What follows belongs to an exercise in optimizing a design on an open flow for a short achievable clock period and few clock cycles; a production flow would make more cautious choices. In this exercise RTL edits were held to simulation tests only and were not proved equivalent to the original. No activity file was given, so power comes from the tool's default toggle rates.

## cpu
module cpu (
    input             clk,
    input             reset,
    output     [31:0] iaddr,
    input      [31:0] idata,
    output     [31:0] daddr,
    input      [31:0] drdata,
    output     [31:0] dwdata,
    output     [3:0]  dwe
);
    parameter LATE = 0;              
    parameter DRED = 1;              
    localparam BI = 5;               
    localparam BT = 7;               
    localparam BW = 12;              
    localparam BN = 1 << BI;
    reg         rst_q;               
    reg  [29:0] pc_f;                
    reg         d_v;
    reg  [31:0] d_ir;
    reg  [29:0] d_pc, d_pc4, d_pnpc;
    reg         d_pt, d_hit;
    reg  [1:0]  d_ctr;
    reg         e_v;
    reg  [31:0] e_a, e_b, e_g, e_aimm;    
    reg  [31:0] e_ca, e_cb;          
    reg  [9:0]  e_aluop;
    reg  [29:0] e_tgt, e_pc4, e_pc, e_pnpc;
    reg         e_pt, e_br, e_jal, e_jalr, e_load, e_store, e_rw;
    reg  [2:0]  e_f3;
    reg  [4:0]  e_rd;
  ...
export LEC_CHECK = 0
export CAP_MARGIN = 20
export CORE_MARGIN = 2
export CORE_UTILIZATION = 60
export CTS_CLUSTER_DIAMETER = 120
export CTS_CLUSTER_SIZE = 24
export SETUP_SLACK_MARGIN = 5
export SLEW_MARGIN = 20
create_clock -name core_clock -period 12.0 [get_ports {clk}]
standard.sh (not shown) runs the stock make flow with config.mk's settings and CLKGATE_MAP_FILE= SYNTH_SCRIPT=/design/flow/synth_recipe.tcl, a recipe that flattens the netlist after the stock synthesis.
==> flow/flow/run.sh <==
#!/bin/bash
set -uo pipefail
cd "$(dirname "$0")/.."
EXTRA=$(cat flow/extra_vars.txt)
bash standard.sh $EXTRA finish > flow_make.log 2>&1
status=$?
echo "standard.sh exit $status" >> flow_make.log
exit $status
==> flow/flow/extra_vars.txt <==
SETUP_SLACK_MARGIN=9
Testbench counts at the start, summed over its fixed seeds: cycles 124,474.
Then changed:
--- a/flow/design.v
+++ b/flow/design.v
@@ -9,20 +9,21 @@
     output     [3:0]  dwe
 );
     parameter LATE = 0;              
     parameter DRED = 1;              
     localparam BI = 5;               
     localparam BT = 7;               
     localparam BW = 12;              
     localparam BN = 1 << BI;
     reg         rst_q;               
     reg  [29:0] pc_f;                
+    reg  [29:0] pc_b;                
     reg         d_v;
     reg  [31:0] d_ir;
     reg  [29:0] d_pc, d_pc4, d_pnpc;
     reg         d_pt, d_hit;
     reg  [1:0]  d_ctr;
     reg         e_v;
     reg  [31:0] e_a, e_b, e_g, e_aimm;    
     reg  [31:0] e_ca, e_cb;          
     reg  [9:0]  e_aluop;
     reg  [29:0] e_tgt, e_pc4, e_pc, e_pnpc;
@@ -59,39 +60,40 @@
     wire        stall;
     wire [31:0] e_y;                 
     wire [31:0] m_wb;                
     wire        redirect;            
     wire [29:0] rpc;
     wire        d_redir;             
     reg  [31:0] d_timm;              
     wire [31:0] d_tgt;               
     reg         d_back;              
     always @(posedge clk) rst_q <= reset;
-    wire [BI-1:0] f_idx  = pc_f[BI-1:0];
+    wire [BI-1:0] f_idx  = pc_b[BI-1:0];
     reg  [BN-1:0] f_sel;
     reg  [BN-1:0] f_selt;
     integer       fi;
     always @(*) begin
         for (fi = 0; fi < BN; fi = fi + 1) begin
-            f_sel[fi]  = btb_v[fi] && btb_tag[fi] == pc_f[BI+BT-1:BI] && f_idx == fi;
+            f_sel[fi]  = btb_v[fi] && btb_tag[fi] == pc_b[BI+BT-1:BI] && f_idx == fi;
             f_selt[fi] = f_sel[fi] && btb_ctr[fi][1];
         end
     end
     wire          f_hit  = |f_sel;
     wire [1:0]    f_ctr  = btb_ctr[f_idx];
     wire          f_pt   = |f_selt;
     wire [29:0]   f_pc4  = pc_f + 30'd1;
     wire [29:0]   f_pnpc = f_pt ? {pc_f[29:BW], btb_tgt[f_idx]} : f_pc4;
     always @(posedge clk) begin
         if (reset)         pc_f <= 30'd0;
         else               pc_f <= e_taken ? nx_t : nx_n;
     end
+    always @(posedge clk) pc_b <= e_taken ? nx_t : nx_n;
     wire          f_isjal = idata[6:0] == 7'b1101111;
     wire          f_isbr  = idata[6:0] == 7'b1100011;
     wire [31:0]   f_timm  = f_isjal ? {{11{idata[31]}}, idata[31], idata[19:12], idata[20], idata[30:21], 1'b0} :
                             f_isbr  ? {{19{idata[31]}}, idata[31], idata[7], idata[30:25], idata[11:8], 1'b0} :
                                       {idata[31:12], 12'd0};
     always @(posedge clk) begin
         if (reset || redirect || d_redir) d_v <= 1'b0;
         else if (!stall)                  d_v <= 1'b1;
         if (!stall) begin
             d_ir   <= idata;
What happened: Power grows by 6.7%; design area increases by 3.5%; routed wire length increases by 7.5%; synthesized cell count grows by 1.4%; critical path depth goes down by 1; sequential share of layout area is lower by 1.5 points.
Testbench counts after the change, summed over its fixed seeds: cycles 124,474.


Starting RTL as in the previous note.
==> flow/config.mk <==
export PLATFORM = sky130hd
export DESIGN_NAME = cpu
export DESIGN_NICKNAME = cpu
export VERILOG_FILES = /design/flow/design.v
export SDC_FILE = /design/flow/constraint.sdc
export NUM_CORES = 4
export LEC_CHECK = 0
export CAP_MARGIN = 20
export CORE_MARGIN = 2
export CORE_UTILIZATION = 55
export SETUP_SLACK_MARGIN = 5
export SLEW_MARGIN = 20
==> flow/constraint.sdc <==
create_clock -name core_clock -period 12.0 [get_ports {clk}]
set_input_delay 2.4000 -clock core_clock [delete_from_list [all_inputs] [get_ports {clk}]]
set_output_delay 2.4000 -clock core_clock [all_outputs]
set_load 0.01 [all_outputs]
Scripts as last shown in full above: flow/flow/run.sh, flow/flow/extra_vars.txt
Testbench counts at the start, summed over its fixed seeds: cycles 124,474.
Rerun with:
--- a/flow/design.v
+++ b/flow/design.v
@@ -63,26 +63,17 @@
     wire [29:0] rpc;
     wire        d_redir;             
     reg  [31:0] d_timm;              
     wire [31:0] d_tgt;               
     reg         d_back;              
     always @(posedge clk) rst_q <= reset;
     wire [BI-1:0] f_idx  = pc_f[BI-1:0];
-    reg  [BN-1:0] f_sel;
-    reg  [BN-1:0] f_selt;
-    integer       fi;
-    always @(*) begin
-        for (fi = 0; fi < BN; fi = fi + 1) begin
-            f_sel[fi]  = btb_v[fi] && btb_tag[fi] == pc_f[BI+BT-1:BI] && f_idx == fi;
-            f_selt[fi] = f_sel[fi] && btb_ctr[fi][1];
-        end
-    end
-    wire          f_hit  = |f_sel;
+    wire          f_hit  = btb_v[f_idx] && btb_tag[f_idx] == pc_f[BI+BT-1:BI];
     wire [1:0]    f_ctr  = btb_ctr[f_idx];
-    wire          f_pt   = |f_selt;
+    wire          f_pt   = f_hit && f_ctr[1];
     wire [29:0]   f_pc4  = pc_f + 30'd1;
     wire [29:0]   f_pnpc = f_pt ? {pc_f[29:BW], btb_tgt[f_idx]} : f_pc4;
     always @(posedge clk) begin
         if (reset)         pc_f <= 30'd0;
         else               pc_f <= e_taken ? nx_t : nx_n;
     end
     wire          f_isjal = idata[6:0] == 7'b1101111;
=> The changed run finished clean; register-to-register slack is worse by 80 ps; cell count drops by a few percent; routed wire length drops by a few percent; area after synthesis drops slightly; via count drops by a few percent; sequential power drops slightly; global-route usage drops by 0.71 points.
Testbench counts after the change, summed over its fixed seeds: cycles 124,474.

==> separate check: timing with driven ports <==
The flow's constraints put no driver on any port. The routed layouts listed below were extracted and timed again, unchanged, in two steps. Step 1 sets driving cells, clkbuf_16 on the clock port and buf_2 on the other inputs (assumed; they add their load-dependent delay and slew). Step 2 adds t to the input delays and takes it off the output delays; t is the mean of the earliest and latest rising clock arrival at the registers after step 1. Input paths then give back, and output paths get back, about the clock's delay inside the block. Three values: ideal, step 1, step 2; two values: the first two.
run | shift t [ns] | setup WS [ns] | worst hold slack (ns) | latest minus earliest clock arrival (ns) | worst data-port slew with drivers (ns)
the first run of note 1 | 0.894 | 8.112 / 8.014 / 7.499 | 0.331 / 0.331 / 0.331 | 0.107 / 0.107 | 0.06
the second run of note 1 | 0.896 | 8.221 / 8.135 / 7.586 | 0.337 / 0.337 / 0.337 | 0.075 / 0.074 | 0.07
the first run of note 2 | 0.985 | 8.020 / 7.922 / 7.376 | 0.325 / 0.325 / 0.325 | 0.086 / 0.086 | 0.20
the second run of note 2 | 0.980 | 7.987 / 7.895 / 7.381 | 0.329 / 0.329 / 0.329 | 0.050 / 0.051 | 0.18
After both steps setup and hold are still met in every run listed. For the first run of note 2, which loses most, drivers alone change the setup slack by -0.098 ns; drivers and shift together by -0.644 ns.
